Background: an optimization exercise with open tools, aiming at small area, a short achievable clock period and few clock cycles per item. Do not read the settings as production practice.
RTL that was checked went through simulation tests only; none was proved equivalent to the original.
The RTL of run 8 was laid out without a check of its function.
Power figures rest on the tool's default switching activity, not on a simulated workload.

## design/flow/config.mk

```make
export PLATFORM = sky130hd
export DESIGN_NAME = fft4
export DESIGN_NICKNAME = fft4
export VERILOG_FILES = /design/flow/design.v
export SDC_FILE = /design/flow/constraint.sdc
export NUM_CORES = 4
export LEC_CHECK = 0
export ABC_AREA = 1
export CAP_MARGIN = 20
export CORE_MARGIN = 2
export CORE_UTILIZATION = 40
export SETUP_SLACK_MARGIN = 5
export SLEW_MARGIN = 20
export SYNTH_HIERARCHICAL = 1
export SYNTH_MINIMUM_KEEP_SIZE = 0
```

## design/flow/constraint.sdc

```tcl
create_clock -name core_clock -period 10.0 [get_ports {clk}]
set_input_delay 2.0000 -clock core_clock [delete_from_list [all_inputs] [get_ports {clk}]]
set_output_delay 2.0000 -clock core_clock [all_outputs]
set_load 0.01 [all_outputs]
```

## design/flow/design.v

```verilog
module w0_flags (
    input  logic [1:0] top,    
    input  logic       nz,
    output logic       dn,
    output logic       up
);
    assign dn = ~top[1] &  top[0] & nz;
    assign up =  top[1] & (~top[0] | ~nz);
endmodule
module w0_dec (
    input  logic [15:0] b,
    input  logic        dn,
    output logic [15:0] bm
);
    logic [13:0] z;    
    always_comb begin
        logic [13:0] t;
        t = {~b[12:0], 1'b1};
        for (int l = 0; l < 4; l++)
            for (int i = 13; i >= 0; i--)
                if ((i >> l) & 1) t[i] = t[i] & t[((i >> l) << l) - 1];
        z = t;
    end
    assign bm = {b[15:14], b[13:0] ^ ({14{dn}} & z)};
endmodule
module w0_pre (
    input  logic [15:0] b,
    output logic [15:0] bm,
    output logic        up
);
    logic dn;
    w0_flags u_f (.top(b[15:14]), .nz(|b[13:0]), .dn(dn), .up(up));
    w0_dec   u_d (.b(b), .dn(dn), .bm(bm));
endmodule
module add16 #(
    parameter bit SUB = 1'b0,
    parameter int CI  = 2
)(
    input  logic [15:0] a,
    input  logic [15:0] b,
    input  logic        ci,
    output logic [15:0] s
);
    logic [15:0] bb, p, g, G, P;
    logic        c;
    assign bb = SUB ? ~b : b;
    assign c  = (CI == 2) ? ci : (CI == 3) ? ~ci : CI[0];
    always_comb begin
        p = a ^ bb;
        g = a & bb;
        G = g; P = p;
        for (int l = 0; l < 4; l++)
            for (int i = 0; i < 16; i++)
                if ((i % (2 << l)) == (2 << l) - 1) begin
                    G[i] = G[i] | (P[i] & G[i - (1 << l)]);
                    P[i] = P[i] & P[i - (1 << l)];
                end
        for (int l = 2; l >= 0; l--)
            for (int i = 0; i < 16; i++)
                if ((i % (2 << l)) == (1 << l) - 1 && i >= (2 << l)) begin
                    G[i] = G[i] | (P[i] & G[i - (1 << l)]);
                    P[i] = P[i] & P[i - (1 << l)];
                end
    end
    assign s = p ^ ({G[14:0], 1'b0} | ({P[14:0], 1'b1} & {16{c}}));
endmodule
module butterfly (
    input  logic [15:0] a,
    input  logic [15:0] bm,
    input  logic        up,
    output logic [15:0] out0,
    output logic [15:0] out1
);
    add16 #(.SUB(1'b0), .CI(2)) u_add (.a(a), .b(bm), .ci(up),  .s(out0));
    add16 #(.SUB(1'b1), .CI(3)) u_sub (.a(a), .b(bm), .ci(up), .s(out1));
endmodule
module fft4 #(
    parameter int WIDTH = 32
)(
    input logic clk,
    input logic rst,
    input logic start,
    output logic done,
    input logic signed [WIDTH-1:0] in0,
    input logic signed [WIDTH-1:0] in1,
    input logic signed [WIDTH-1:0] in2,
    input logic signed [WIDTH-1:0] in3,
    output logic signed [WIDTH-1:0] out0,
    output logic signed [WIDTH-1:0] out1,
    output logic signed [WIDTH-1:0] out2,
    output logic signed [WIDTH-1:0] out3
);
    logic [15:0] b2r, b2i, b3r, b3i;
    logic        u2r, u2i, u3r, u3i;
    w0_pre p2r (.b(in2[31:16]), .bm(b2r), .up(u2r));
    w0_pre p2i (.b(in2[15:0]),  .bm(b2i), .up(u2i));
    w0_pre p3r (.b(in3[31:16]), .bm(b3r), .up(u3r));
    w0_pre p3i (.b(in3[15:0]),  .bm(b3i), .up(u3i));
    logic [15:0] e0r_d, e0i_d, e1r_d, e1i_d, o0r_d, o0i_d, o1r_d, o1i_d;
    butterfly bf_er (.a(in0[31:16]), .bm(b2r), .up(u2r), .out0(e0r_d), .out1(e1r_d));
    butterfly bf_ei (.a(in0[15:0]),  .bm(b2i), .up(u2i), .out0(e0i_d), .out1(e1i_d));
    butterfly bf_or (.a(in1[31:16]), .bm(b3r), .up(u3r), .out0(o0r_d), .out1(o1r_d));
    butterfly bf_oi (.a(in1[15:0]),  .bm(b3i), .up(u3i), .out0(o0i_d), .out1(o1i_d));
    logic dn0r_d, up0r_d, dn0i_d, up0i_d;
    w0_flags f0r (.top(o0r_d[15:14]), .nz(|o0r_d[13:0]), .dn(dn0r_d), .up(up0r_d));
    w0_flags f0i (.top(o0i_d[15:14]), .nz(|o0i_d[13:0]), .dn(dn0i_d), .up(up0i_d));
    logic [15:0] e0r, e0i, o0r, o0i;
    logic [15:1] e1r_h, e1i_h, o1r_h, o1i_h;
    logic        dn0r, up0r, dn0i, up0i;
    always_ff @(posedge clk) begin
        if (start) begin
            e0r <= e0r_d; e0i <= e0i_d;
            e1r_h <= e1r_d[15:1]; e1i_h <= e1i_d[15:1];
            o0r <= o0r_d; o0i <= o0i_d;
            o1r_h <= o1r_d[15:1]; o1i_h <= o1i_d[15:1];
            dn0r <= dn0r_d; up0r <= up0r_d;
            dn0i <= dn0i_d; up0i <= up0i_d;
        end
    end
    logic [15:0] e1r, e1i, o1r, o1i;
    assign e1r = {e1r_h, e0r[0]};
    assign e1i = {e1i_h, e0i[0]};
    assign o1r = {o1r_h, o0r[0]};
    assign o1i = {o1i_h, o0i[0]};
    always_ff @(posedge clk or posedge rst) begin
        if (rst) done <= 1'b0;
        else if (start) done <= 1'b1;
    end
    logic [15:0] m0r, m0i;
    w0_dec d0r (.b(o0r), .dn(dn0r), .bm(m0r));
    w0_dec d0i (.b(o0i), .dn(dn0i), .bm(m0i));
    butterfly bf_0r (.a(e0r), .bm(m0r), .up(up0r), .out0(out0[31:16]), .out1(out2[31:16]));
    butterfly bf_0i (.a(e0i), .bm(m0i), .up(up0i), .out0(out0[15:0]),  .out1(out2[15:0]));
    add16 #(.SUB(1'b0), .CI(0)) a1r (.a(e1r), .b(o1i), .ci(1'b0), .s(out1[31:16]));
    add16 #(.SUB(1'b1), .CI(1)) a3r (.a(e1r), .b(o1i), .ci(1'b0), .s(out3[31:16]));
    add16 #(.SUB(1'b1), .CI(1)) a1i (.a(e1i), .b(o1r), .ci(1'b0), .s(out1[15:0]));
    add16 #(.SUB(1'b0), .CI(0)) a3i (.a(e1i), .b(o1r), .ci(1'b0), .s(out3[15:0]));
endmodule
```

## design/flow/flow/run.sh

```bash
#!/bin/bash
# Standard layout (the standard.sh, standard synthesis), with the port
# buffers made of sky130 buf_1 cells instead of the default pick (a delay
# buffer). Every port still gets its own buffer. make's full output goes to
# standard.log; ORFS keeps each step's log under orfs/logs.
set -euo pipefail
export BUFFER_PORTS_ARGS="-buffer_cell sky130_fd_sc_hd__buf_1"
bash standard.sh > standard.log 2>&1
```

## design/flow/standard.sh

```bash
#!/bin/bash
# synth_recipe.tcl (not shown) runs the flow's synth.tcl, then flattens the netlist and writes it again
# the make line also repeats each setting of config.mk as NAME=value (left out here)
make -C /OpenROAD-flow-scripts/flow DESIGN_CONFIG=/design/flow/config.mk WORK_HOME=/design/flow/orfs CLKGATE_MAP_FILE= SYNTH_SCRIPT=/design/flow/synth_recipe.tcl "${@:-finish}"
```

==> impl_results.md, run 1 <==
- Final Instance Count excl. Fillers: roughly 3200
- Pre-CTS setup slack: roughly 4.5 ns
- DR top layer: met5
- Setup tns final: 0 ns
- Met2 routed WL: 22900 µm
- CP max stage delay: 0.50 ns
- Worst Skew: 0 ns
- Routability Congestion: 0.917
- Worst setup margin: 4.93 ns
- Vias per inst: 4.80
- Initial Util: 0.403
- Slew Viols, Final: 0
- Worst-Skew Late Latency: 0.44 ns
- Crit end category: primary output
- Outcome: no timing/DRC/antenna violations
- Synth-to-Final Area Change: 21.3%
- Die X: 212 µm
- CTS HTree Levels: 4
- Tmin final: 5.07 ns
- Final setup fails: 0
- CTS tree: yes
- Row count: 76
- Ports: 260
- GRT overflow: 0
- FF-to-FF End: done
- Clk sink count: ~130
- Initial DRC Count: 688
- FF-to-FF Start: done
- DR WL/cell: 14.5 µm
- Cell Chain, Critical Path: inv_2 > nand2_4 > nor2_4 > xor2_2 > inv_2 > ha_4 > nand2_2 > inv_2 > nand2_1 > nand2_2 > nand2_2 > nand2_2 > nand2_2 > nand2_4 > nand2_4 > nand2_4 > xor2_2 > buf_2
- Lkg Pwr: between 10 and 15 nW
- Vias: 15600
- Hold Buf Count CTS: 0
- First-pass GRT wire length: 73800 µm
- Power Dens Cells: around 190 nW/µm²
- CP required: 8.00 ns
- Crit Path Max Fanout: 5
- CP dominant cell by count: nand2_2
- Slew HR: 0.333
- Final Hold Viols: 0
- Critical path class: register to primary output
- RSZ-0062 raised after global routing: yes
- # Max-Cap Violations: 0
- Startpoint types: register
- IR drop worst, VDD: 0.120 mV
- Clk slew on worst S/H paths: 0.06 ns
- Crit path launch: o0r[0]
- Post-synthesis cell count: 2377
- Num CTS Buffers: 17
- Vias in the first global route: 15200
- GRT Total Usage: 0.209
- Die Area: 44800 µm²
- FF/Latch Area: 3870 µm²
- Worst hold-check path type: register to register
- CP arrival: roughly 3 ns
- Clock Root Buffer: clkbuf_16
- R2r worst-path depth: 1
- Crit-path slowest cell: edfxtp_1
- Slew at the pin closest to its max-slew limit: 1.00 ns
- Share of layout cells above drive strength 1: 0.193
- Reg2reg setup slack: 9.22 ns
- Largest net degree at the start of global routing: 76
- Net Count, Synth: 2780
- Setup crit end: out2[30]
- Die Ht: 212 µm
- Nets@finish: 3089
- Core Area: 42800 µm²
- DRC: 0
- Synth Warn #: 12
- Fin crit share: 0.507
- Dpl hpwl: 39300 µm
- Achievable Freq: 197 MHz
- Post-Syn Area per Cell: 7.25 µm²
- Max Root-Sink Buffers: 2
- Area of the multi-input gates: 12700 µm²
- Placed Cells: 3169
- PortBufs: 259
- Drt total wl: about 47000 µm
- DRT Pass-1 Iters: 5
- WL met3: 2210 µm
- Mapped cell area: ~17000 µm²
- Initial antenna violation count: 3
- Filler instances: around 4300
- Met1 wire length: 20900 µm
- Antenna-violating nets left: 0
[worst min-delay path by stage]
stage          start   end  cells past startpoint  slack, ns
2_1_floorplan   done  done                      1       0.51
3_3_place_gp    done  done                      1       0.45
3_5_place_dp    done  done                      1       0.46
4_1_cts         done  done                      1       0.48
5_1_grt         done  done                      1       0.52
6_report        done  done                      1       0.47
[state kept, by name, summed over array words and instances (netlist names), 15 cells and up]
signal  flops
e0i        16
e0r        16
o0i        16
o0r        16
e1i_h      15
e1r_h      15
o1i_h      15
o1r_h      15
[stage by stage]
stage | hold WS [ns] | total power [mW] | cell area [µm²] | util
global route | 0.518 | 4.26 | 20900 | 0.488
detailed placement | 0.461 | 2.96 | 18800 | 0.439
CTS | 0.477 | 3.73 | 19900 | 0.465
finish | 0.473 | 3.92 | 20900 | 0.489
global placement | 0.453 | 2.92 | 18800 | 0.439
floorplan | 0.512 | 2.30 | 17200 | -
[worst max-delay path, delay by kind of cell, from the launching register on]
family | cells | cell delay [ns]
buffers and inverters | 4 | 0.44
flip-flops | 1 | 0.50
adder cells (fa/ha/maj) | 1 | 0.29
XOR/XNOR | 2 | 0.46
AND/OR/NAND/NOR | 11 | 0.94
[area by class of cell]
class,count,share of cell area
diodes,2,0.000239
clock buffers,17,0.0204
clock inverters,15,0.00910
inverters,417,0.0750
multi-input cells,1817,0.609
flip-flops and latches,129,0.185
well taps,546,0.0327
repair buffers,304,0.0686
[report_power, final]
| part | switching [mW] | total [mW] | leakage, nW | internal [mW] |
|---|---|---|---|---|
| Clock | 0.247 | 0.661 | 0.292 | 0.414 |
| Sequential | 0.102 | 0.827 | 1.26 | 0.725 |
| Combinational | 1.45 | 2.43 | 8.86 | 0.984 |
[metal layers]
metal,up-vias,global-route usage
li1,8106,-
met1,7129,0.260
met4,4,0.0522
met3,49,0.0414
met5,-,0
met2,288,0.369
[what timing repair did]
| item | in CTS | in global routing |
|---|---|---|
| setup endpoints to repair | 39 | 60 |
| gates resized for setup | 78 | 206 |
| pin swaps | 21 | 71 |
| buffers inserted | 15 | 29 |
[cells in the final DEF, fill, tap and decap left out, types with 15 or more instances in the layout]
cell type / instances
inv_1: 380
o21bai_1: 15
buf_1: 205
edfxtp_1: 128
clkbuf_2: 25
ha_4: 34
xor2_1: 115
nor2_4: 32
a21oi_1: 98
ha_1: 207
nor3_1: 20
buf_2: 25
nor2_1: 195
fa_1: 23
nor2_2: 43
a21oi_2: 23
nand2_2: 143
xnor2_1: 80
nand3_1: 99
nand2_4: 20
nand3_2: 30
clkbuf_16: 17
nand2_1: 555
buf_4: 38
inv_2: 34
Testbench counts, summed over its fixed seeds: cycles 1,600, items 1,600.
==> inputs of run 2 (changes only) <==
--- a/design/flow/config.mk
+++ b/design/flow/config.mk
@@ -9,7 +9,7 @@
 export CAP_MARGIN = 20
 export CORE_MARGIN = 2
 export CORE_UTILIZATION = 40
-export SETUP_SLACK_MARGIN = 5
+export SETUP_SLACK_MARGIN = 3
 export SLEW_MARGIN = 20
 export SYNTH_HIERARCHICAL = 1
 export SYNTH_MINIMUM_KEEP_SIZE = 0
==> run 2 against run 1 <==
Against the previous run: still clean on timing, DRC and antenna; clock-buffer cell count is the same; sequential share of layout area up 1.4 points; register-to-register slack barely moved; critical path type unchanged; critical endpoint is now out0[30]; largest power group unchanged.
==> impl_results.md, run 2 <==
- # Max-Cap Violations: 0 (unchanged)
- Startpoint types: register
- Hold Crit Start: done
- CP arrival: 3.35 ns (+0.28 ns)
- Fin util: 0.454 (-0.0346)
- Die X: 212 µm (unchanged)
- Clock Root Buffer: clkbuf_16
- PortBufs: 259 (unchanged)
- Post-Syn Area per Cell: 7.25 µm² (unchanged)
- Max Root-Sink Buffers: 2 (unchanged)
- CTS resizes: 0 (-100%)
- Drt total wl: 45100 µm (-3.9%)
- Core Area: 42800 µm² (unchanged)
- Slew Viols, Final: 0 (unchanged)
- GRT Total Usage: 0.206 (-0.00295)
- Most frequent cells in the layout: nand2_1, inv_1, buf_1
- Lkg Pwr: 9.88 nW (-5.1%)
- Worst-Skew Late Latency: 0.44 ns (about the same)
- Vias: 15300 (-2.0%)
- Hold Path Sink: done
- Vias per inst: 4.77 (-0.60%)
- Critical path class: register to primary output
- Final Instance Count excl. Fillers: 3203 (-1.4%)
- Vias in the first global route: 15000 (-1.5%)
- Hold slack: 0.473 ns (+0.000449 ns)
- Tmin final: 5.35 ns (+0.281 ns)
- Synth-to-Final Area Change: 12.7%
- Final Hold Viols: 0 (unchanged)
- Worst Skew: 0 ns (unchanged)
- Antenna-violating nets left: 0 (unchanged)
- Setup tns final: 0 ns (unchanged)
- First-pass GRT wire length: 72800 µm (-1.5%)
- Ports: 260 (unchanged)
- Net Count, Synth: 2780 (unchanged)
- Crit Path Max Fanout: 5 (unchanged)
- Reg2reg setup slack: 9.22 ns (about the same)
- Clk sink count: 129 (unchanged)
- Mapped cell area: 17200 µm² (unchanged)
- Routability Congestion: 0.917 (unchanged)
- Placed Cells: 3169 (unchanged)
- R2r worst-path depth: 1 (unchanged)
- CP required: 8.00 ns (about the same)
- Clk slew on worst S/H paths: 0.06 ns (about the same)
- Row count: 76 (unchanged)
- Initial Util: 0.403 (unchanged)
- Num CTS Buffers: 17 (unchanged)
- DR WL/cell: 14.1 µm (-2.6%)
- Largest net degree at the start of global routing: 76 (unchanged)
- Initial DRC Count: 823 (+20%)
- DRT Pass-1 Iters: 7 (+2)
- Fin crit share: 0.535 (+0.0281)
- Slew at the pin closest to its max-slew limit: 1.02 ns (+0.0243 ns)
- Nets@finish: 3045 (-1.4%)
- Pre-CTS setup slack: 4.53 ns (unchanged)
- Power Dens Cells: 185 nW/µm² (-1.4%)
- Hold Buf Count CTS: 0 (unchanged)
- RSZ-0062 raised after global routing: no
- DRC: 0 (unchanged)
- IR drop worst, VDD: 0.119 mV (-0.10%)
- FF-to-FF Start: done
- CTS tree: yes
- Final setup fails: 0 (unchanged)
- Dpl cell area: 18800 µm² (unchanged)
- Power Total: 3.59 mW (-8.4%)
- FF-to-FF End: done
- Die Area: 44800 µm² (unchanged)
- Achievable Freq: 187 MHz (-5.2%)
- CTS HTree Levels: 4 (unchanged)
- Post-synthesis cell count: 2377 (unchanged)
- Worst setup margin: 4.65 ns (-0.281 ns)
- Setup bufs post-CTS: 0 (-15)
- Worst hold-check path type: register to register
- Hold path depth: 1 (unchanged)
- Crit end category: primary output
- Initial antenna violation count: 3 (unchanged)
- Slew HR: 0.317 (-0.0162)
- Synth Warn #: 12 (unchanged)
- Commonest non-fill, non-tap cell in the layout: nand2_1
- Fin area: 19400 µm² (-7.1%)
- GRT overflow: 0 (unchanged)
- Share of layout cells above drive strength 1: 0.0964 (-0.0966)
- Die Ht: 212 µm (unchanged)
- Dpl hpwl: 39300 µm (unchanged)
- Outcome: no timing/DRC/antenna violations
==> run 2: worst max-delay path, cell delays in order, from the launching register on <==
cell,delay [ns]
edfxtp_1,0.54
nor2_1,0.28
nand2_1,0.10
nor2_1,0.17
nand2_1,0.11
nand2_1,0.08
nand2_1,0.11
ha_1,0.38
nand2_1,0.08
nor2_1,0.14
nand3_1,0.09
nand2_1,0.07
nor2_1,0.04
nand2_2,0.10
nand2_2,0.06
nand2_2,0.08
xor2_1,0.26
buf_1,0.22
==> run 2: how the worst max path moves through the flow <==
stage	end	start	slack [ns]	cells past startpoint
floorplan	dn0i	in3[1]	5.31	27
global placement	dn0r	in3[21]	4.50	29
detailed placement	dn0r	in3[19]	4.53	30
CTS	out0[30]	o0r[0]	4.63	17
global route	out0[31]	o0r[0]	4.39	20
finish	out0[30]	o0r[0]	4.65	17
==> run 2: power by group <==
part | internal (mW) | switching (mW) | leakage (nW)
logic | 0.785 | 1.33 | 8.33
registers | 0.725 | 0.0963 | 1.26
clock network | 0.414 | 0.247 | 0.292
total | 1.92 | 1.67 | 9.88
==> run 2: area by class of cell <==
type / instances / area (µm²)
Fill cell: 4452 / 23400
Clock buffer: 17 / 425
Sequential cell: 129 / 3870
Inverter: 417 / 1570
Timing Repair Buffer: 260 / 983
Clock inverter: 15 / 190
Multi-Input combinational cell: 1817 / 11700
Tap cell: 546 / 683
Antenna cell: 2 / 5.00
==> run 2: per-layer routing <==
layer	vias to the layer above	global-route usage	wire [µm]
met2	289	0.363	21700
met3	39	0.0404	2270
met4	4	0.0476	673
met1	6913	0.258	20500
li1	8027	-	-
met5	-	0	26
==> inputs of run 3 (changes only) <==
--- a/design/flow/config.mk
+++ b/design/flow/config.mk
@@ -9,6 +9,8 @@
 export CAP_MARGIN = 20
 export CORE_MARGIN = 2
 export CORE_UTILIZATION = 40
+export CTS_CLUSTER_DIAMETER = 300
+export CTS_CLUSTER_SIZE = 40
 export SETUP_SLACK_MARGIN = 3
 export SLEW_MARGIN = 20
 export SYNTH_HIERARCHICAL = 1
==> run 3 against run 2 <==
Against the previous run: non-clock buffer count is the same; via count unchanged; still clean on timing, DRC and antenna; largest cell class unchanged; global-route usage unchanged; sequential power about the same; combinational power barely moved; first-iteration DRC count unchanged.
==> impl_results.md, run 3 <==
- Net Count, Synth: 2780 (unchanged)
- Clk sink count: 129 (unchanged)
- RSZ-0062 raised after global routing: no
- Slew at the pin closest to its max-slew limit: 1.02 ns (unchanged)
- Reg2reg setup slack: 9.22 ns (about the same)
- Hold slack: 0.473 ns (unchanged)
- # Max-Cap Violations: 0 (unchanged)
- Crit end category: primary output
- Lkg Pwr: 9.88 nW (unchanged)
- Row count: 76 (unchanged)
- Hold path depth: 1 (unchanged)
- Fin util: 0.454 (unchanged)
- First-pass GRT wire length: 72800 µm (unchanged)
- Pre-CTS setup slack: 4.53 ns (unchanged)
- Power Total: 3.59 mW (unchanged)
- DRC: 0 (unchanged)
- Post-Syn Area per Cell: 7.25 µm² (unchanged)
- Clk slew on worst S/H paths: 0.06 ns (about the same)
- Buffers & Inverters on Critical Path: 1 (unchanged)
- Slew HR: 0.317 (unchanged)
- PortBufs: 259 (unchanged)
- CTS HTree Levels: 4 (unchanged)
- Antenna-violating nets left: 0 (unchanged)
- Clk pwr share: 0.184 (about the same)
- Fin area: 19400 µm² (unchanged)
- DRT Pass-1 Iters: 7 (unchanged)
- Vias: 15300 (unchanged)
- CTS resizes: 0 (unchanged)
- CP arrival: 3.35 ns (about the same)
- Commonest non-fill, non-tap cell in the layout: nand2_1
- Worst hold-check path type: register to register
- CP max stage delay: 0.54 ns (about the same)
- Initial antenna violation count: 3 (unchanged)
- Die Area: 44800 µm² (unchanged)
- Vias in the first global route: 15000 (unchanged)
- Sw power: 1.67 mW (unchanged)
- Mapped cell area: 17200 µm² (unchanged)
- Initial DRC Count: 823 (unchanged)
- Final Instance Count excl. Fillers: 3203 (unchanged)
- Share of layout cells above drive strength 1: 0.0964 (unchanged)
- GR peak layer: met2
- Startpoint types: register
- Crit Path Max Fanout: 5 (unchanged)
- Num CTS Buffers: 17 (unchanged)
- Drt total wl: 45100 µm (unchanged)
- Achievable Freq: 187 MHz (unchanged)
- Global Route met3 Usage: 0.0404 (unchanged)
- CTS tree: yes
- Hold Buf Count CTS: 0 (unchanged)
- FF-to-FF End: done
- Crit-path slowest cell: edfxtp_1
- GRT overflow: 0 (unchanged)
- Internal Power: 1.92 mW (unchanged)
- Most frequent cells in the layout: nand2_1, inv_1, buf_1
- Reg power frac: 0.228 (about the same)
- IR drop worst, VDD: 0.119 mV (unchanged)
- Final setup fails: 0 (unchanged)
- Critical path class: register to primary output
- Post-synthesis cell count: 2377 (unchanged)
- Met2 Usage GRT: 0.363 (unchanged)
- Cell Chain, Critical Path: nor2_1 > nand2_1 > nor2_1 > nand2_1 > nand2_1 > nand2_1 > ha_1 > nand2_1 > nor2_1 > nand3_1 > nand2_1 > nor2_1 > nand2_2 > nand2_2 > nand2_2 > xor2_1 > buf_1
- Clock Root Buffer: clkbuf_16
- Tmin final: 5.35 ns (unchanged)
- CP required: 8.00 ns (about the same)
- Max Root-Sink Buffers: 2 (unchanged)
- Hold Path Sink: done
- Hold Crit Start: done
- Nets@finish: 3045 (unchanged)
- Final Hold Viols: 0 (unchanged)
- Dpl hpwl: 39300 µm (unchanged)
- Met1 GRT Util: 0.258 (unchanged)
- Setup bufs post-CTS: 0 (unchanged)
- FF-to-FF Start: done
- Sw Ratio: 0.465 (unchanged)
- Worst setup margin: 4.65 ns (unchanged)
- GRT Total Usage: 0.206 (unchanged)
- Top Family by Delay on Critical Path: simple AND/OR/NAND/NOR gates
- Largest net degree at the start of global routing: 76 (unchanged)
- Synth Warn #: 12 (unchanged)
- R2r worst-path depth: 1 (unchanged)
- Setup tns final: 0 ns (unchanged)
- Placed Cells: 3169 (unchanged)
- Dpl cell area: 18800 µm² (unchanged)
- CP dominant cell by count: nand2_1
- Die Ht: 212 µm (unchanged)
- Routability Congestion: 0.917 (unchanged)
- Synth-to-Final Area Change: 12.7% (unchanged)
- DR WL/cell: 14.1 µm (unchanged)
- Initial Util: 0.403 (unchanged)
- Core Area: 42800 µm² (unchanged)
- Power Dens Cells: 185 nW/µm² (unchanged)
- Outcome: no timing/DRC/antenna violations
- Die X: 212 µm (unchanged)
- Logic pwr share: 0.588 (about the same)
- Worst Skew: 0 ns (unchanged)
- Ports: 260 (unchanged)
- Worst-Skew Late Latency: 0.44 ns (about the same)
- Fin crit share: 0.535 (unchanged)
- Vias per inst: 4.77 (unchanged)
- Slew Viols, Final: 0 (unchanged)
## run 3: cell counts in the layout (fill, tap and decap cells not counted)
Identical to the previous run, type by type.
## run 3: power groups by stage
stage                     Combinational (mW)  Clock, mW  Sequential (mW)
final                                   2.11      0.661            0.821
after global routing                    2.40      0.698            0.834
after CTS                               2.14      0.676            0.824
after detailed placement                2.13          0            0.832
after global placement                  2.09          0            0.833
after floorplan                         1.51          0            0.787
## run 3: final cells by class
cell class,instances,area (µm²)
Fill cell,4452,23400
Multi-Input combinational cell,1817,11700
Tap cell,546,683
Sequential cell,129,3870
Clock inverter,15,190
Antenna cell,2,5.00
Clock buffer,17,425
Timing Repair Buffer,260,983
Inverter,417,1570
## run 3: metal layers
metal,part of all wire,wire [µm]
met5,0.00058,26
met1,0.45,20500
met3,0.050,2270
met4,0.015,673
met2,0.48,21700
## run 3: worst max-delay path by stage
stage / slack (ns) / cells past startpoint / start / end
3_5_place_dp: 4.53 / 30 / in3[19] / dn0r
5_1_grt: 4.39 / 20 / o0r[0] / out0[31]
2_1_floorplan: 5.31 / 27 / in3[1] / dn0i
3_3_place_gp: 4.50 / 29 / in3[21] / dn0r
4_1_cts: 4.63 / 17 / o0r[0] / out0[30]
6_report: 4.65 / 17 / o0r[0] / out0[30]
==> inputs of run 4 (changes only) <==
--- a/design/flow/config.mk
+++ b/design/flow/config.mk
@@ -8,10 +8,8 @@
 export ABC_AREA = 1
 export CAP_MARGIN = 20
 export CORE_MARGIN = 2
-export CORE_UTILIZATION = 40
-export CTS_CLUSTER_DIAMETER = 300
-export CTS_CLUSTER_SIZE = 40
-export SETUP_SLACK_MARGIN = 3
+export CORE_UTILIZATION = 60
+export SETUP_SLACK_MARGIN = 4
 export SLEW_MARGIN = 20
 export SYNTH_HIERARCHICAL = 1
 export SYNTH_MINIMUM_KEEP_SIZE = 0
==> run 4 against run 3 <==
Against the previous run: design area down 0.81%; global-route usage up 7.9 points; via count up 1.4%; still clean on timing, DRC and antenna; clock power up 6.8%; highest routed layer unchanged; sequential power down 1%; largest power group unchanged; setup slack better by 0.14 ns; critical path type unchanged; sequential cell count unchanged; utilization up 22 points; first-iteration DRC count up 6.2%; fmax up 2.6%.
==> impl_results.md, run 4 <==
- Nets@finish: 3045 (unchanged)
- Crit-path slowest cell: edfxtp_1
- Initial Util: 0.606 (+0.203)
- Filler instances: 2535 (-43%)
- First-pass GRT wire length: 69400 µm (-4.6%)
- Routability Congestion: 0.944 (+3.0%)
- Power Total: 3.63 mW (+0.86%)
- Die X: 174 µm (-18%)
- Worst-Skew Late Latency: 0.43 ns (about the same)
- Worst setup margin: 4.78 ns (+0.135 ns)
- Synth-to-Final Area Change: 11.7%
- Clk pwr share: 0.195 (+0.011)
- RSZ-0062 raised after global routing: no
- Hold Buf Count CTS: 0 (unchanged)
- Vias per inst: 5.09 (+6.7%)
- Num CTS Buffers: 17 (unchanged)
- GRT Total Usage: 0.285 (+0.0789)
- # Max-Cap Violations: 0 (unchanged)
- DR WL/cell: 14.0 µm (-1.0%)
- CP arrival: 3.22 ns (-0.13 ns)
- Power Dens Cells: 188 nW/µm² (+1.7%)
- Final setup fails: 0 (unchanged)
- Post-Syn Area per Cell: 7.25 µm² (unchanged)
- Sw Ratio: 0.461 (-0.00365)
- Worst hold-check path type: register to register
- Clk slew on worst S/H paths: 0.07 ns (about the same)
- Slew Viols, Final: 0 (unchanged)
- Commonest non-fill, non-tap cell in the layout: nand2_1
- Die Area: 30100 µm² (-33%)
- Internal Power: 1.95 mW (+1.6%)
- CP required: 8.00 ns (about the same)
- Cell Chain, Critical Path: nor2_1 > nand2_1 > nor2_1 > nand2_1 > nand2_1 > inv_1 > ha_1 > nand2_1 > nand2_1 > nand2_1 > a21oi_1 > nor2_1 > nand2_2 > nand2_2 > nand2_2 > nand2_2 > nand2_1 > nand2_1 > nand2_1 > buf_1
- Largest net degree at the start of global routing: 77 (+1.3%)
- Row count: 62 (-18%)
- Pre-CTS setup slack: 4.56 ns (+0.0292 ns)
- CTS tree: yes
- Startpoint types: register
- Initial antenna violation count: 5 (+2)
- Outcome: no timing/DRC/antenna violations
- Sw power: 1.67 mW (about the same)
- PortBufs: 259 (unchanged)
- Slew at the pin closest to its max-slew limit: 1.00 ns (-0.0229 ns)
- IR drop worst, VDD: 0.136 mV (+14%)
- Core Area: 28500 µm² (-33%)
- Ports: 260 (unchanged)
- CTS resizes: 0 (unchanged)
- CTS HTree Levels: 4 (unchanged)
- Setup tns final: 0 ns (unchanged)
- Critical path class: register to primary output
- Most frequent cells in the layout: nand2_1, inv_1, buf_1
- Antenna-violating nets left: 0 (unchanged)
- Clk sink count: 129 (unchanged)
- Drt total wl: 42400 µm (-6.0%)
- Setup bufs post-CTS: 0 (unchanged)
- Fin crit share: 0.522 (-0.0135)
- Tmin final: 5.22 ns (-0.135 ns)
- Clock Root Buffer: clkbuf_16
- Achievable Freq: 192 MHz (+2.6%)
- Crit end category: primary output
- Crit Path Max Fanout: 5 (unchanged)
- Post-synthesis cell count: 2377 (unchanged)
- Vias in the first global route: 14800 (-1.0%)
- Die Ht: 174 µm (-18%)
- DRC: 0 (unchanged)
- CP dominant cell by count: nand2_1
- Logic pwr share: 0.581 (-0.007)
- Net Count, Synth: 2780 (unchanged)
- Worst Skew: 0 ns (unchanged)
- Max Root-Sink Buffers: 2 (unchanged)
- Share of layout cells above drive strength 1: 0.0976 (+0.00113)
- Mapped cell area: 17200 µm² (unchanged)
- Final Hold Viols: 0 (unchanged)
- Initial DRC Count: 874 (+6.2%)
- GRT overflow: 0 (unchanged)
- Vias: 15500 (+1.4%)
- Dpl hpwl: 36100 µm (-8.2%)
- CP max stage delay: 0.48 ns (-0.06 ns)
- Slew HR: 0.332 (+0.0153)
- Placed Cells: 3007 (-5.1%)
- DRT Pass-1 Iters: 6 (-1)
- Reg power frac: 0.224 (-0.004)
- Final Instance Count excl. Fillers: 3042 (-5.0%)
- Hold slack: 0.476 ns (+0.00300 ns)
- Lkg Pwr: 9.91 nW (+0.26%)
- Synth Warn #: 12 (unchanged)
run 4: critical path: cells and delay by family (launching register included):
| kind | cells | cell delay [ns] |
|---|---|---|
| buffers and inverters | 2 | 0.22 |
| adders and majority gates | 1 | 0.34 |
| and+or+nand+nor | 16 | 1.55 |
| AOI/OAI and AO/OA | 1 | 0.20 |
| DFF | 1 | 0.48 |
run 4: path summary, 6_finish.rpt:
| kind | startpoint | end | slack (ns) | depth (start not counted) |
|---|---|---|---|---|
| hold / removal | done | done | 0.48 | 1 |
| hold reg to reg | done | done | 0.48 | 1 |
| min in group asynchronous | rst | done | 1.37 | 2 |
| setup reg to reg | done | done | 9.22 | 1 |
| max in group asynchronous | rst | done | 8.54 | 2 |
| setup / recovery | o0r[0] | out2[31] | 4.78 | 20 |
run 4: through the flow:
step           instance area, µm²   util
2_1_floorplan               17200      -
3_3_place_gp                18600  0.653
3_5_place_dp                18600  0.653
4_1_cts                     19300  0.676
5_1_grt                     19300  0.677
6_report                    19300  0.677
run 4: final cells by class:
class	count	area, µm²	share of cell area
Multi-Input combinational cell	1817	11700	0.607
Sequential cell	129	3870	0.201
Inverter	417	1570	0.0813
Timing Repair Buffer	260	983	0.0511
Tap cell	384	480	0.0249
Clock buffer	17	425	0.0221
Clock inverter	15	233	0.0121
Antenna cell	3	7.51	0.000390
run 4: power by group through the flow:
stage          sequential [mW]  combinational (mW)  clock [mW]
6_report                 0.812                2.11       0.706
3_3_place_gp             0.819                2.04           0
3_5_place_dp             0.821                2.09           0
2_1_floorplan            0.787                1.51           0
5_1_grt                  0.823                2.36       0.739
4_1_cts                  0.812                2.11       0.713
run 4: metal layers:
layer	part of all wire	global-route usage
met1	0.43	0.353
met2	0.47	0.497
met3	0.068	0.0581
met4	0.028	0.0893
met5	0.00047	0
==> inputs of run 5 (changes only) <==
--- a/design/flow/config.mk
+++ b/design/flow/config.mk
@@ -9,7 +9,9 @@
 export CAP_MARGIN = 20
 export CORE_MARGIN = 2
 export CORE_UTILIZATION = 60
-export SETUP_SLACK_MARGIN = 4
+export GPL_ROUTABILITY_DRIVEN = 0
+export GPL_TIMING_DRIVEN = 1
+export SETUP_SLACK_MARGIN = 3
 export SLEW_MARGIN = 20
 export SYNTH_HIERARCHICAL = 1
 export SYNTH_MINIMUM_KEEP_SIZE = 0
==> run 5 against run 4 <==
Against the previous run: critical path type unchanged; critical endpoint is now out2[30]; largest power group unchanged; critical path depth fell by 3; clock-buffer cell count grew 1; wire length is 4.6% lower; highest routed layer unchanged; largest cell class unchanged; clock power fell by 17%; die area stayed put.
==> impl_results.md, run 5 <==
- Worst setup margin: 4.73 ns (-0.0528 ns)
- Fin area: 19100 µm² (-0.62%)
- Vias: 15400 (-0.76%)
- Crit end category: primary output
- Final setup fails: 0 (unchanged)
- CP dominant cell by count: nand2_1
- Hold Buf Count CTS: 0 (unchanged)
- Nets@finish: 3045 (unchanged)
- Core Area: 28500 µm² (unchanged)
- Power Dens Cells: 182 nW/µm² (-3.1%)
- Worst-Skew Late Latency: 0.43 ns (about the same)
- Initial antenna violation count: 2 (-3)
- Post-synthesis cell count: 2377 (unchanged)
- GRT Total Usage: 0.273 (-0.0113)
- Initial Util: 0.606 (unchanged)
- Drt total wl: 40500 µm (-4.6%)
- CP arrival: 3.27 ns (+0.05 ns)
- Power Total: 3.49 mW (-3.7%)
- Reg2reg setup slack: 9.21 ns (about the same)
- CTS HTree Levels: 4 (unchanged)
- RSZ-0062 raised after global routing: no
- Synth-to-Final Area Change: 11.1%
- Row count: 62 (unchanged)
- FF-to-FF Start: done
- Die X: 174 µm (unchanged)
- Outcome: no timing/DRC/antenna violations
- DRT Pass-1 Iters: 5 (-1)
- CP max stage delay: 0.47 ns (about the same)
- Share of layout cells above drive strength 1: 0.0960 (-0.00151)
- Ports: 260 (unchanged)
- Clk sink count: 129 (unchanged)
- Crit-path slowest cell: edfxtp_1
- Setup bufs post-CTS: 0 (unchanged)
- Worst Skew: 0 ns (unchanged)
- Slew Viols, Final: 0 (unchanged)
- Vias in the first global route: 14800 (-0.56%)
- Max Root-Sink Buffers: 2 (unchanged)
- Antenna-violating nets left: 0 (unchanged)
- Startpoint types: register
- DR WL/cell: 13.3 µm (-4.5%)
- Final Hold Viols: 0 (unchanged)
- Dpl cell area: 18600 µm² (unchanged)
- Slew at the pin closest to its max-slew limit: 0.951 ns (-0.0504 ns)
- Final Instance Count excl. Fillers: 3040 (-0.066%)
- Largest net degree at the start of global routing: 75 (-2.6%)
- Placed Cells: 3007 (unchanged)
- DRC: 0 (unchanged)
- Slew HR: 0.366 (+0.0336)
- Top Family by Delay on Critical Path: simple AND/OR/NAND/NOR gates
- GRT overflow: 0 (unchanged)
- Setup crit end: out2[30]
- IR drop worst, VDD: 0.135 mV (-0.53%)
- Met2 routed WL: 19200 µm (-4.6%)
- Tmin final: 5.27 ns (+0.0528 ns)
- Crit Path Max Fanout: 5 (unchanged)
- FF-to-FF End: done
- PortBufs: 259 (unchanged)
- WL met3: 2570 µm (-11%)
- Initial DRC Count: 884 (+1.1%)
- Met1 wire length: 17700 µm (-2.9%)
- Die Area: 30100 µm² (unchanged)
- Synth Warn #: 12 (unchanged)
- Net Count, Synth: 2780 (unchanged)
- # Max-Cap Violations: 0 (unchanged)
- Achievable Freq: 190 MHz (-1.0%)
- Buffers & Inverters on Critical Path: 2 (unchanged)
- Lkg Pwr: 9.85 nW (-0.55%)
- Num CTS Buffers: 17 (unchanged)
- CTS tree: yes
- R2r worst-path depth: 1 (unchanged)
- Critical Path Stages: 17 (-15%)
- Clock Root Buffer: clkbuf_16
- DR top layer: met5
- CP required: 8.00 ns (about the same)
- Dpl hpwl: 35000 µm (-3.1%)
- Worst hold-check path type: register to register
- Most frequent cells in the layout: nand2_1, inv_1, buf_1
- Fin crit share: 0.527 (+0.00528)
- Cell Chain, Critical Path: nor2_1 > nand2_1 > nor2_1 > nand2_1 > nand2_1 > inv_1 > ha_1 > nand2_1 > nor2_1 > nand3_1 > nand2_1 > nor2_1 > nand2_2 > nand2_2 > nand2_2 > xor2_1 > buf_1
- Critical path class: register to primary output
- First-pass GRT wire length: 66800 µm (-3.7%)
- Die Ht: 174 µm (unchanged)
- Crit path launch: o0r[0]
- Pre-CTS setup slack: 4.68 ns (+0.119 ns)
- CTS resizes: 0 (unchanged)
- Mapped cell area: 17200 µm² (unchanged)
- Clk slew on worst S/H paths: 0.06 ns (about the same)
- Post-Syn Area per Cell: 7.25 µm² (unchanged)
- Commonest non-fill, non-tap cell in the layout: nand2_1
- Setup tns final: 0 ns (unchanged)
- Vias per inst: 5.05 (-0.69%)
-- run 5: stage by stage --
stage | util | hold WS (ns)
after floorplan | - | 0.512
after global placement | 0.653 | 0.452
after detailed placement | 0.653 | 0.486
after CTS | 0.672 | 0.500
after global routing | 0.672 | 0.506
final | 0.672 | 0.485
-- run 5: area by class of cell --
type,count,area [µm²]
Fill cell,2651,9330
Sequential cell,129,3870
Multi-Input combinational cell,1817,11700
Clock inverter,14,115
Tap cell,384,480
Timing Repair Buffer,260,983
Antenna cell,1,2.50
Inverter,417,1570
Clock buffer,18,429
-- run 5: layer usage --
| layer | track usage | up-vias |
|---|---|---|
| met3 | 0.0526 | 65 |
| met4 | 0.0890 | 2 |
| met5 | 0 | - |
| li1 | - | 8025 |
| met1 | 0.340 | 6903 |
| met2 | 0.477 | 368 |
-- run 5: worst min path at each step --
| stage | startpoint | endpoint | slack [ns] | cells past startpoint |
|---|---|---|---|---|
| finish | done | done | 0.48 | 1 |
| global route | done | done | 0.51 | 1 |
| global placement | done | done | 0.45 | 1 |
| CTS | done | done | 0.50 | 1 |
| floorplan | done | done | 0.51 | 1 |
| detailed placement | done | done | 0.49 | 1 |
-- run 5: power by group --
| group | total, mW | internal, mW | leakage (nW) | switching, mW |
|---|---|---|---|---|
| Sequential | 0.808 | 0.724 | 1.26 | 0.0840 |
| Combinational | 2.10 | 0.783 | 8.33 | 1.31 |
| Clock | 0.586 | 0.340 | 0.263 | 0.246 |
| Total | 3.49 | 1.85 | 9.85 | 1.64 |
==> inputs of run 6 (changes only) <==
--- a/design/flow/config.mk
+++ b/design/flow/config.mk
@@ -9,8 +9,6 @@
 export CAP_MARGIN = 20
 export CORE_MARGIN = 2
 export CORE_UTILIZATION = 60
-export GPL_ROUTABILITY_DRIVEN = 0
-export GPL_TIMING_DRIVEN = 1
 export SETUP_SLACK_MARGIN = 3
 export SLEW_MARGIN = 20
 export SYNTH_HIERARCHICAL = 1
==> run 6 against run 5 <==
Against the previous run: still clean; clock-buffer cell count decreased by 1; non-clock buffer count unchanged; clock power increased by about 20%; critical path depth increased by 3; utilization increased by 0.42 points; total power increased by 3.9%; area after synthesis unchanged; sequential cell count unchanged; die area unchanged; register-to-register slack about the same; worst hold slack got worse by 0.0086 ns; design area increased by 0.62%; largest power group unchanged.
==> impl_results.md, run 6 <==
- Initial DRC Count: 874 (-1.1%)
- Worst-Skew Late Latency: 0.43 ns (about the same)
- # Max-Cap Violations: 0 (unchanged)
- Clk sink count: 129 (unchanged)
- Initial antenna violation count: 5 (+3)
- Final Hold Viols: 0 (unchanged)
- Net Count, Synth: 2780 (unchanged)
- Fin crit share: 0.522 (-0.00528)
- CTS HTree Levels: 4 (unchanged)
- Achievable Freq: 192 MHz (+1.0%)
- Drt total wl: 42400 µm (+4.8%)
- Post-synthesis cell count: 2377 (unchanged)
- PortBufs: 259 (unchanged)
- Commonest non-fill, non-tap cell in the layout: nand2_1
- Antenna-violating nets left: 0 (unchanged)
- Mapped cell area: 17200 µm² (unchanged)
- Setup bufs post-CTS: 0 (unchanged)
- GRT overflow: 0 (unchanged)
- Crit Path Max Fanout: 5 (unchanged)
- Worst setup margin: 4.78 ns (+0.0528 ns)
- Vias: 15500 (+0.76%)
- Most frequent cells in the layout: nand2_1, inv_1, buf_1
- Row count: 62 (unchanged)
- RSZ-0062 raised after global routing: no
- Worst Skew: 0 ns (unchanged)
- Filler instances: 2535 (-4.4%)
- Clock Root Buffer: clkbuf_16
- DR WL/cell: 14.0 µm (+4.7%)
- Critical path class: register to primary output
- Met2 Usage GRT: 0.497 (+0.0198)
- Ports: 260 (unchanged)
- Nets@finish: 3045 (unchanged)
- Vias in the first global route: 14800 (+0.56%)
- Routability Congestion: 0.944
- GR peak layer: met2
- Slew HR: 0.332 (-0.0336)
- Hold Buf Count CTS: 0 (unchanged)
- CTS tree: yes
- Met1 GRT Util: 0.353 (+0.0130)
- Initial Util: 0.606 (unchanged)
- Global Route met3 Usage: 0.0581 (+0.00548)
- Clk slew on worst S/H paths: 0.07 ns (about the same)
- CP required: 8.00 ns (about the same)
- First-pass GRT wire length: 69400 µm (+3.8%)
- Synth Warn #: 12 (unchanged)
- Die Ht: 174 µm (unchanged)
- Tmin final: 5.22 ns (-0.0528 ns)
- Setup tns final: 0 ns (unchanged)
- Max Root-Sink Buffers: 2 (unchanged)
- Synth-to-Final Area Change: 11.7%
- Power Dens Cells: 188 nW/µm² (+3.2%)
- Vias per inst: 5.09 (+0.70%)
- Dpl hpwl: 36100 µm (+3.2%)
- DRT Pass-1 Iters: 6 (+1)
- IR drop worst, VDD: 0.136 mV (+0.53%)
- Die X: 174 µm (unchanged)
- Startpoint types: register
- Lkg Pwr: 9.91 nW (+0.55%)
- DRC: 0 (unchanged)
- Die Area: 30100 µm² (unchanged)
- GRT Total Usage: 0.285 (+0.0113)
- Outcome: no timing/DRC/antenna violations
- Share of layout cells above drive strength 1: 0.0976 (+0.00151)
- Final setup fails: 0 (unchanged)
- Slew Viols, Final: 0 (unchanged)
- Pre-CTS setup slack: 4.56 ns (-0.119 ns)
- Post-Syn Area per Cell: 7.25 µm² (unchanged)
- Largest net degree at the start of global routing: 77 (+2.7%)
- Crit end category: primary output
- Slew at the pin closest to its max-slew limit: 1.00 ns (+0.0504 ns)
- CP arrival: 3.22 ns (-0.05 ns)
- Worst hold-check path type: register to register
- CTS resizes: 0 (unchanged)
- Num CTS Buffers: 17 (unchanged)
- Core Area: 28500 µm² (unchanged)
[run 6: changes by cell type in the layout (fill, tap and decap cells not counted), sizes merged]
cell      previous run  this run
clkbuf              19        18
inv                418       417
bufinv               1         5
diode                1         3
clkinvlp             2         1
clkinv              10         9
[run 6: where the power goes]
group          leakage [nW]  switching, mW  internal [mW]
Combinational          8.33           1.32          0.785
Sequential             1.26         0.0878          0.724
Clock                 0.318          0.261          0.446
Total                  9.91           1.67           1.95
[run 6: layout make-up]
| type | count | area (µm²) | area share |
|---|---|---|---|
| Inverter | 417 | 1570 | 0.0813 |
| Multi-Input combinational cell | 1817 | 11700 | 0.607 |
| Tap cell | 384 | 480 | 0.0249 |
| Sequential cell | 129 | 3870 | 0.201 |
| Clock buffer | 17 | 425 | 0.0221 |
| Antenna cell | 3 | 7.51 | 0.000390 |
| Timing Repair Buffer | 260 | 983 | 0.0511 |
| Clock inverter | 15 | 233 | 0.0121 |
[run 6: final timing paths]
check | from | to | slack, ns | cells past startpoint
setup / recovery | o0r[0] | out2[31] | 4.78 | 20
hold / removal | done | done | 0.48 | 1
setup reg to reg | done | done | 9.22 | 1
hold reg to reg | done | done | 0.48 | 1
max in group asynchronous | rst | done | 8.54 | 2
min in group asynchronous | rst | done | 1.37 | 2
[run 6: stage by stage]
step                total power, mW  instance area (µm²)   util  cells  hold WS (ns)
detailed placement             2.92                18600  0.653   3007         0.467
CTS                            3.64                19300  0.676   3039         0.482
floorplan                      2.30                17200      -   2377         0.512
global route                   3.92                19300  0.677   3041         0.490
global placement               2.86                18600  0.653   3007         0.453
finish                         3.63                19300  0.677   3042         0.476
[run 6: layer usage]
metal	part of all wire	routed length, µm
met2	0.47	20100
met5	0.00047	20
met3	0.068	2900
met4	0.028	1180
met1	0.43	18200
[run 6: critical path, stage by stage (launching register included)]
cell and delay (ns):
edfxtp_1 0.48, nor2_1 0.25, nand2_1 0.09, nor2_1 0.16, nand2_1 0.10, nand2_1 0.18, inv_1 0.07, ha_1 0.34
nand2_1 0.10, nand2_1 0.07, nand2_1 0.04, a21oi_1 0.20, nor2_1 0.09, nand2_2 0.12, nand2_2 0.06, nand2_2 0.07
nand2_2 0.05, nand2_1 0.05, nand2_1 0.05, nand2_1 0.07, buf_1 0.15
==> inputs of run 7 (changes only) <==
--- a/design/flow/config.mk
+++ b/design/flow/config.mk
@@ -8,7 +8,7 @@
 export ABC_AREA = 1
 export CAP_MARGIN = 20
 export CORE_MARGIN = 2
-export CORE_UTILIZATION = 60
+export CORE_UTILIZATION = 75
 export SETUP_SLACK_MARGIN = 3
 export SLEW_MARGIN = 20
 export SYNTH_HIERARCHICAL = 1
==> run 7 against run 6 <==
Against the previous run: still clean on timing, DRC and antenna; combinational power rose by 4%; utilization grew 17 points; final cell count decreased by 3.3%; sequential cell count did not move; die area decreased by 20%; sequential power grew 0.6%; clock skew did not move; critical path depth unchanged; total power barely moved; setup slack got worse by 0.23 ns; worst hold slack improved by 0.0029 ns; critical path type unchanged; critical endpoint unchanged; largest cell class unchanged; highest routed layer unchanged.
==> impl_results.md, run 7 <==
- Reg2reg setup slack: 9.21 ns (about the same)
- Initial Util: 0.764 (+0.158)
- Post-Syn Area per Cell: 7.25 µm² (unchanged)
- FF-to-FF End: done
- Hold path depth: 1 (unchanged)
- Clk slew on worst S/H paths: 0.06 ns (about the same)
- GRT overflow: 0 (unchanged)
- Die Area: 24200 µm² (-20%)
- Initial antenna violation count: 3 (-2)
- DR WL/cell: 16.3 µm (+17%)
- Die X: 156 µm (-10%)
- # Max-Cap Violations: 0 (unchanged)
- Slew HR: 0.353 (+0.0212)
- Die Ht: 156 µm (-10%)
- Slew Viols, Final: 0 (unchanged)
- CP required: 8.00 ns (about the same)
- RSZ-0062 raised after global routing: no
- PortBufs: 259 (unchanged)
- Synth-to-Final Area Change: 10.4%
- Worst-Skew Late Latency: 0.43 ns (about the same)
- Pre-CTS setup slack: 4.52 ns (-0.0431 ns)
- Dpl hpwl: 38100 µm (+5.6%)
- Met1 wire length: 18200 µm (about the same)
- Row count: 55 (-11%)
- Fin crit share: 0.545 (+0.0233)
- Slew at the pin closest to its max-slew limit: 0.970 ns (-0.0317 ns)
- IR drop worst, VDD: 0.167 mV (+23%)
- CTS tree: yes
- Initial DRC Count: 1393 (+59%)
- Final setup fails: 0 (unchanged)
- Setup tns final: 0 ns (unchanged)
- Nets@finish: 3045 (unchanged)
- Startpoint types: register
- Drt total wl: 47800 µm (+13%)
- Achievable Freq: 183 MHz (-4.3%)
- GRT Total Usage: 0.389 (+0.104)
- Hold Crit Start: done
- Setup bufs post-CTS: 0 (unchanged)
- Clock Root Buffer: clkbuf_16
- Commonest non-fill, non-tap cell in the layout: nand2_1
- Tmin final: 5.45 ns (+0.233 ns)
- DRT Pass-1 Iters: 6 (unchanged)
- Antenna-violating nets left: 0 (unchanged)
- Max Root-Sink Buffers: 2 (unchanged)
- Critical path class: register to primary output
- Largest net degree at the start of global routing: 71 (-7.8%)
- Hold Buf Count CTS: 0 (unchanged)
- Vias in the first global route: 16300 (+9.5%)
- CTS resizes: 0 (unchanged)
- DR top layer: met5
- Crit Path Max Fanout: 5 (unchanged)
- Ports: 260 (unchanged)
- Power Dens Cells: 191 nW/µm² (+1.3%)
- Mapped cell area: 17200 µm² (unchanged)
- Lkg Pwr: 9.85 nW (-0.55%)
- FF-to-FF Start: done
- Met2 routed WL: 23300 µm (+16%)
- Vias per inst: 5.69 (+12%)
- Worst Skew: 0 ns (unchanged)
- Post-synthesis cell count: 2377 (unchanged)
- Hold Path Sink: done
- First-pass GRT wire length: 74800 µm (+7.8%)
- Vias: 16700 (+8.2%)
- CP arrival: 3.45 ns (+0.23 ns)
- Routability Congestion: 0.931 (-1.3%)
- Net Count, Synth: 2780 (unchanged)
- Core Area: 22600 µm² (-21%)
- Most frequent cells in the layout: nand2_1, inv_1, buf_1
- Final Hold Viols: 0 (unchanged)
- WL met3: 3920 µm (+35%)
- Worst setup margin: 4.55 ns (-0.233 ns)
- Share of layout cells above drive strength 1: 0.0957 (-0.00185)
- Num CTS Buffers: 17 (unchanged)
- Hold slack: 0.479 ns (+0.00287 ns)
- R2r worst-path depth: 1 (unchanged)
- Outcome: no timing/DRC/antenna violations
- DRC: 0 (unchanged)
- Worst hold-check path type: register to register
- CTS HTree Levels: 4 (unchanged)
- Synth Warn #: 12 (unchanged)
- Crit end category: primary output
- Clk sink count: 129 (unchanged)
run 7: layout make-up:
type,count,area [µm²]
multi-input combinational,1817,11700
sequential,129,3870
fill,1311,3540
antenna,2,5.00
clock buffer,19,433
timing repair buffer,260,983
inverter,417,1570
tap,285,357
clock inverter,12,119
run 7: power breakdown:
| group | switching [mW] | total, mW | internal, mW | leakage (nW) |
|---|---|---|---|---|
| Combinational | 1.41 | 2.20 | 0.793 | 8.33 |
| Clock | 0.248 | 0.609 | 0.361 | 0.263 |
| Sequential | 0.0928 | 0.817 | 0.725 | 1.26 |
run 7: worst max-delay path, cell delays in order, from the launching register on:
cell      delay [ns]
edfxtp_1        0.48
nor2_1          0.25
nand2_1         0.09
nor2_1          0.24
nand2_1         0.12
nand2_1         0.18
inv_1           0.06
ha_1            0.34
nand2_1         0.10
nand2_1         0.07
nand2_1         0.05
a21oi_1         0.16
nor2_1          0.08
nand2_2         0.14
nand2_2         0.07
nand2_2         0.08
nand2_2         0.05
nand2_1         0.06
nand2_1         0.06
nand2_1         0.09
buf_1           0.25
run 7: layer usage:
metal | global-route usage | up-vias
li1 | - | 8044
met1 | 0.446 | 7670
met2 | 0.688 | 825
met3 | 0.0767 | 201
met4 | 0.199 | 4
met5 | 0 | -
run 7: metrics by stage:
step / util / power (mW) / instances / area (µm²)
2_1_floorplan: - / 2.30 / 2377 / 17200
3_3_place_gp: 0.818 / 2.83 / 2908 / 18500
3_5_place_dp: 0.818 / 2.95 / 2908 / 18500
4_1_cts: 0.843 / 3.59 / 2939 / 19000
5_1_grt: 0.843 / 3.87 / 2940 / 19000
6_report: 0.843 / 3.63 / 2941 / 19000
run 7: how the worst max path moves through the flow:
stage	from	endpoint	slack, ns
floorplan	in3[1]	dn0i	5.31
global placement	in3[19]	dn0r	4.69
detailed placement	in3[3]	dn0i	4.52
CTS	o0r[0]	out2[31]	4.66
global route	o0r[0]	out2[31]	4.40
finish	o0r[0]	out2[31]	4.55
==> inputs of run 8 (changes only) <==
--- a/design/flow/design.v
+++ b/design/flow/design.v
@@ -1,36 +1,24 @@
-module w0_flags (
-    input  logic [1:0] top,    
-    input  logic       nz,
-    output logic       dn,
-    output logic       up
+module w0_pre (
+    input  logic [15:0] b,
+    output logic [15:0] bm,
+    output logic        up
 );
-    assign dn = ~top[1] &  top[0] & nz;
-    assign up =  top[1] & (~top[0] | ~nz);
-endmodule
-module w0_dec (
-    input  logic [15:0] b,
-    input  logic        dn,
-    output logic [15:0] bm
-);
-    logic [13:0] z;    
+    logic [13:0] z, s;    
     always_comb begin
-        logic [13:0] t;
+        logic [13:0] t, u;
         t = {~b[12:0], 1'b1};
         for (int l = 0; l < 4; l++)
             for (int i = 13; i >= 0; i--)
                 if ((i >> l) & 1) t[i] = t[i] & t[((i >> l) << l) - 1];
         z = t;
+        u = b[13:0];
+        for (int l = 0; l < 4; l++)
+            for (int j = 13; j >= 0; j--)
+                if ((j >> l) & 1) u[13 - j] = u[13 - j] | u[13 - (((j >> l) << l) - 1)];
+        s = u;
     end
-    assign bm = {b[15:14], b[13:0] ^ ({14{dn}} & z)};
-endmodule
-module w0_pre (
-    input  logic [15:0] b,
-    output logic [15:0] bm,
-    output logic        up
-);
-    logic dn;
-    w0_flags u_f (.top(b[15:14]), .nz(|b[13:0]), .dn(dn), .up(up));
-    w0_dec   u_d (.b(b), .dn(dn), .bm(bm));
+    assign up = b[15] & (~b[14] | ~s[0]);
+    assign bm = {b[15:14], b[13:0] ^ ({14{~b[15] & b[14]}} & z & s)};
 endmodule
 module add16 #(
     parameter bit SUB = 1'b0,
@@ -101,34 +89,29 @@
     butterfly bf_ei (.a(in0[15:0]),  .bm(b2i), .up(u2i), .out0(e0i_d), .out1(e1i_d));
     butterfly bf_or (.a(in1[31:16]), .bm(b3r), .up(u3r), .out0(o0r_d), .out1(o1r_d));
     butterfly bf_oi (.a(in1[15:0]),  .bm(b3i), .up(u3i), .out0(o0i_d), .out1(o1i_d));
-    logic dn0r_d, up0r_d, dn0i_d, up0i_d;
-    w0_flags f0r (.top(o0r_d[15:14]), .nz(|o0r_d[13:0]), .dn(dn0r_d), .up(up0r_d));
-    w0_flags f0i (.top(o0i_d[15:14]), .nz(|o0i_d[13:0]), .dn(dn0i_d), .up(up0i_d));
-    logic [15:0] e0r, e0i, o0r, o0i;
-    logic [15:1] e1r_h, e1i_h, o1r_h, o1i_h;
-    logic        dn0r, up0r, dn0i, up0i;
+    logic [15:0] m0r_d, m0i_d;
+    logic        up0r_d, up0i_d;
+    w0_pre p0r (.b(o0r_d), .bm(m0r_d), .up(up0r_d));
+    w0_pre p0i (.b(o0i_d), .bm(m0i_d), .up(up0i_d));
+    logic [15:0] e0r, e0i, m0r, m0i, o1r, o1i;
+    logic [15:1] e1r_h, e1i_h;
+    logic        up0r, up0i;
     always_ff @(posedge clk) begin
         if (start) begin
             e0r <= e0r_d; e0i <= e0i_d;
             e1r_h <= e1r_d[15:1]; e1i_h <= e1i_d[15:1];
-            o0r <= o0r_d; o0i <= o0i_d;
-            o1r_h <= o1r_d[15:1]; o1i_h <= o1i_d[15:1];
-            dn0r <= dn0r_d; up0r <= up0r_d;
-            dn0i <= dn0i_d; up0i <= up0i_d;
+            m0r <= m0r_d; m0i <= m0i_d;
+            up0r <= up0r_d; up0i <= up0i_d;
+            o1r <= o1r_d; o1i <= o1i_d;
         end
     end
-    logic [15:0] e1r, e1i, o1r, o1i;
+    logic [15:0] e1r, e1i;
     assign e1r = {e1r_h, e0r[0]};
     assign e1i = {e1i_h, e0i[0]};
-    assign o1r = {o1r_h, o0r[0]};
-    assign o1i = {o1i_h, o0i[0]};
     always_ff @(posedge clk or posedge rst) begin
         if (rst) done <= 1'b0;
         else if (start) done <= 1'b1;
     end
-    logic [15:0] m0r, m0i;
-    w0_dec d0r (.b(o0r), .dn(dn0r), .bm(m0r));
-    w0_dec d0i (.b(o0i), .dn(dn0i), .bm(m0i));
     butterfly bf_0r (.a(e0r), .bm(m0r), .up(up0r), .out0(out0[31:16]), .out1(out2[31:16]));
     butterfly bf_0i (.a(e0i), .bm(m0i), .up(up0i), .out0(out0[15:0]),  .out1(out2[15:0]));
     add16 #(.SUB(1'b0), .CI(0)) a1r (.a(e1r), .b(o1i), .ci(1'b0), .s(out1[31:16]));
--- a/design/flow/config.mk
+++ b/design/flow/config.mk
@@ -8,7 +8,9 @@
 export ABC_AREA = 1
 export CAP_MARGIN = 20
 export CORE_MARGIN = 2
-export CORE_UTILIZATION = 75
+export CORE_UTILIZATION = 60
+export GPL_ROUTABILITY_DRIVEN = 0
+export GPL_TIMING_DRIVEN = 1
 export SETUP_SLACK_MARGIN = 3
 export SLEW_MARGIN = 20
 export SYNTH_HIERARCHICAL = 1
==> run 8 against run 7 <==
Against the previous run: still clean; critical path depth decreased by 7; area after synthesis increased by 2.0%; sequential power decreased by 0.7%; final cell count increased by 5.3%; clock skew unchanged; non-clock buffer count unchanged; synthesized cell count increased by 2.7%; combinational power decreased by 7%; die area increased by 27%; sequential share of layout area decreased by 0.45 points; largest power group unchanged.
==> impl_results.md, run 8 <==
- Outcome: no timing/DRC/antenna violations
- Antenna-violating nets left: 0 (unchanged)
- Synth-to-Final Area Change: 10.7%
- Buffers & Inverters on Critical Path: 1 (-1)
- CTS HTree Levels: 4 (unchanged)
- Filler instances: 2548 (+94%)
- Vias in the first global route: 15200 (-6.6%)
- FF-to-FF End: done
- Crit-path slowest cell: edfxtp_1
- CTS resizes: 0 (unchanged)
- Initial DRC Count: 803 (-42%)
- Clock Root Buffer: clkbuf_16
- Reg2reg setup slack: 9.42 ns (+0.21 ns)
- WL met3: 2460 µm (-37%)
- Die Area: 30700 µm² (+27%)
- Crit Path Max Fanout: 7 (+2)
- Top Family by Delay on Critical Path: adder cells
- GRT Total Usage: 0.277 (-0.111)
- CTS tree: yes
- CP max stage delay: 0.58 ns (+0.10 ns)
- Setup tns final: 0 ns (unchanged)
- RSZ-0062 raised after global routing: no
- DRT Pass-1 Iters: 5 (-1)
- Dpl hpwl: 36000 µm (-5.6%)
- # Max-Cap Violations: 0 (unchanged)
- CP arrival: 3.04 ns (-0.41 ns)
- Core Area: 28800 µm² (+28%)
- Worst setup margin: 4.96 ns (+0.409 ns)
- Initial Util: 0.611 (-0.153)
- Most frequent cells in the layout: nand2_1, inv_1, buf_1
- Largest net degree at the start of global routing: 70 (-1.4%)
- Fin util: 0.676 (-0.167)
- Ports: 260 (unchanged)
- Hold Crit Start: done
- Tmin final: 5.04 ns (-0.409 ns)
- Worst-Skew Late Latency: 0.43 ns (about the same)
- Row count: 62 (+13%)
- Startpoint types: register
- Post-Syn Area per Cell: 7.20 µm² (-0.71%)
- Lkg Pwr: 10.1 nW (+2.3%)
- Met2 routed WL: 20600 µm (-11%)
- Area of the multi-input gates: 11700 µm² (+0.13%)
- Achievable Freq: 198 MHz (+8.1%)
- Post-synthesis cell count: 2441 (+2.7%)
- Initial antenna violation count: 1 (-2)
- Clk sink count: 129 (unchanged)
- Final setup fails: 0 (unchanged)
- IR drop worst, VDD: 0.124 mV (-26%)
- DR top layer: met5
- Commonest non-fill, non-tap cell in the layout: nand2_1
- Crit end category: primary output
- PortBufs: 259 (unchanged)
- DR WL/cell: 13.5 µm (-17%)
- Mapped cell area: 17600 µm² (+2.0%)
- Slew Viols, Final: 0 (unchanged)
- Critical path class: register to primary output
- Hold path depth: 2 (+1)
- GRT overflow: 0 (unchanged)
- Share of layout cells above drive strength 1: 0.101 (+0.00496)
- CP required: 8.00 ns (about the same)
- FF/Latch Area: 3870 µm² (unchanged)
- Slew HR: 0.305 (-0.0484)
- Cell Chain, Critical Path: ha_1 > fa_1 > nand3_1 > nand3_2 > nand2_1 > nand2_2 > nand2_2 > nand2_2 > nand2_1 > nand2_1 > fa_1 > xnor2_1 > buf_1
- Hold Path Sink: done
- FF-to-FF Start: done
- Num CTS Buffers: 17 (unchanged)
- Hold Buf Count CTS: 0 (unchanged)
- Power Dens Cells: 180 nW/µm² (-5.7%)
- Final Hold Viols: 0 (unchanged)
- First-pass GRT wire length: 68900 µm (-7.8%)
- Vias per inst: 5.06 (-11%)
- R2r worst-path depth: 2 (+1)
- Fin crit share: 0.504 (-0.0409)
- Slew at the pin closest to its max-slew limit: 1.04 ns (+0.0726 ns)
- Drt total wl: 41800 µm (-13%)
- Met1 wire length: 17800 µm (-2.4%)
- Max Root-Sink Buffers: 2 (unchanged)
- Die X: 175 µm (+13%)
- Die Ht: 175 µm (+13%)
- Setup bufs post-CTS: 0 (unchanged)
- Worst Skew: 0 ns (unchanged)
- Pre-CTS setup slack: 4.74 ns (+0.221 ns)
- Vias: 15700 (-6.5%)
- Net Count, Synth: 2838 (+2.1%)
- Nets@finish: 3097 (+1.7%)
- DRC: 0 (unchanged)
- Worst hold-check path type: register to register
- Synth Warn #: 12 (unchanged)
- Clk slew on worst S/H paths: 0.06 ns (about the same)
==> run 8: cell type report <==
class	count	area share
Multi-Input combinational cell	1807	0.602
Sequential cell	129	0.199
Inverter	485	0.0935
Timing Repair Buffer	260	0.0505
Tap cell	384	0.0247
Clock buffer	18	0.0221
Clock inverter	13	0.00836
Antenna cell	1	0.000129
==> run 8: worst register-to-register path, delay by kind of cell, from the launching register on <==
kind | cells | cell delay, ns
flops | 1 | 0.38
buf+inv | 1 | 0.06
simple gates | 1 | 0.04
==> run 8: metal layers <==
layer	global-route usage	vias up
li1	-	8204
met1	0.329	7048
met2	0.507	353
met3	0.0498	57
met4	0.0854	2
met5	0	-
==> run 8: how the worst max path moves through the flow <==
| stage | from | endpoint | slack, ns | cells past startpoint |
|---|---|---|---|---|
| floorplan | in3[5] | m0i[13] | 5.32 | 25 |
| global placement | in3[14] | m0i[10] | 4.87 | 25 |
| detailed placement | in3[14] | m0i[10] | 4.74 | 25 |
| CTS | e0i[0] | out3[15] | 4.92 | 13 |
| global route | in3[14] | m0i[10] | 4.73 | 25 |
| finish | e0i[0] | out3[15] | 4.96 | 13 |
==> run 8: stage by stage <==
stage               area [µm²]  hold WS (ns)  std cells  power (mW)
floorplan                17600         0.493       2441        2.27
global placement         18900         0.435       3065        2.83
detailed placement       18900         0.453       3065        2.87
CTS                      19500         0.467       3096        3.53
global route             19500         0.478       3096        3.80
finish                   19500         0.468       3097        3.50
==> run 8: where the power goes <==
part	switching (mW)	total [mW]	leakage (nW)	internal [mW]
combinational	1.29	2.05	8.53	0.760
clock	0.249	0.640	0.284	0.391
sequential	0.0868	0.811	1.26	0.725

## port drivers added, routing unchanged
The results above use ideal ports. As a check the final layouts listed here were re-extracted and re-timed, cells and wires unchanged.
Step 1 (the two cells are an assumption about what drives the block):
set clk [get_ports {clk}]
set_driving_cell -lib_cell sky130_fd_sc_hd__clkbuf_16 $clk
set_driving_cell -lib_cell sky130_fd_sc_hd__buf_2 [delete_from_list [all_inputs] $clk]
Step 2 also shifts input and output timing later by t, the mid clock arrival at the registers, as if the neighbouring blocks saw the same clock.
Slacks: ideal / step 1 / step 2; pairs: ideal / step 1.
run | shift t [ns] | setup WS [ns] | worst setup path after step 2
run 1 | 0.490 | 4.928 / 4.876 / 4.833 | input to register
run 2 | 0.490 | 4.647 / 4.596 / 4.471 | input to register
run 3 | 0.490 | 4.647 / 4.596 / 4.471 | input to register
run 4 | 0.476 | 4.783 / 4.731 / 4.479 | input to register
run 5 | 0.478 | 4.730 / 4.677 / 4.635 | input to register
run 6 | 0.476 | 4.783 / 4.731 / 4.479 | input to register
run 7 | 0.478 | 4.549 / 4.501 / 4.451 | input to register
run 8 | 0.474 | 4.959 / 4.909 / 4.682 | input to register
After both steps every run listed still meets setup and hold.
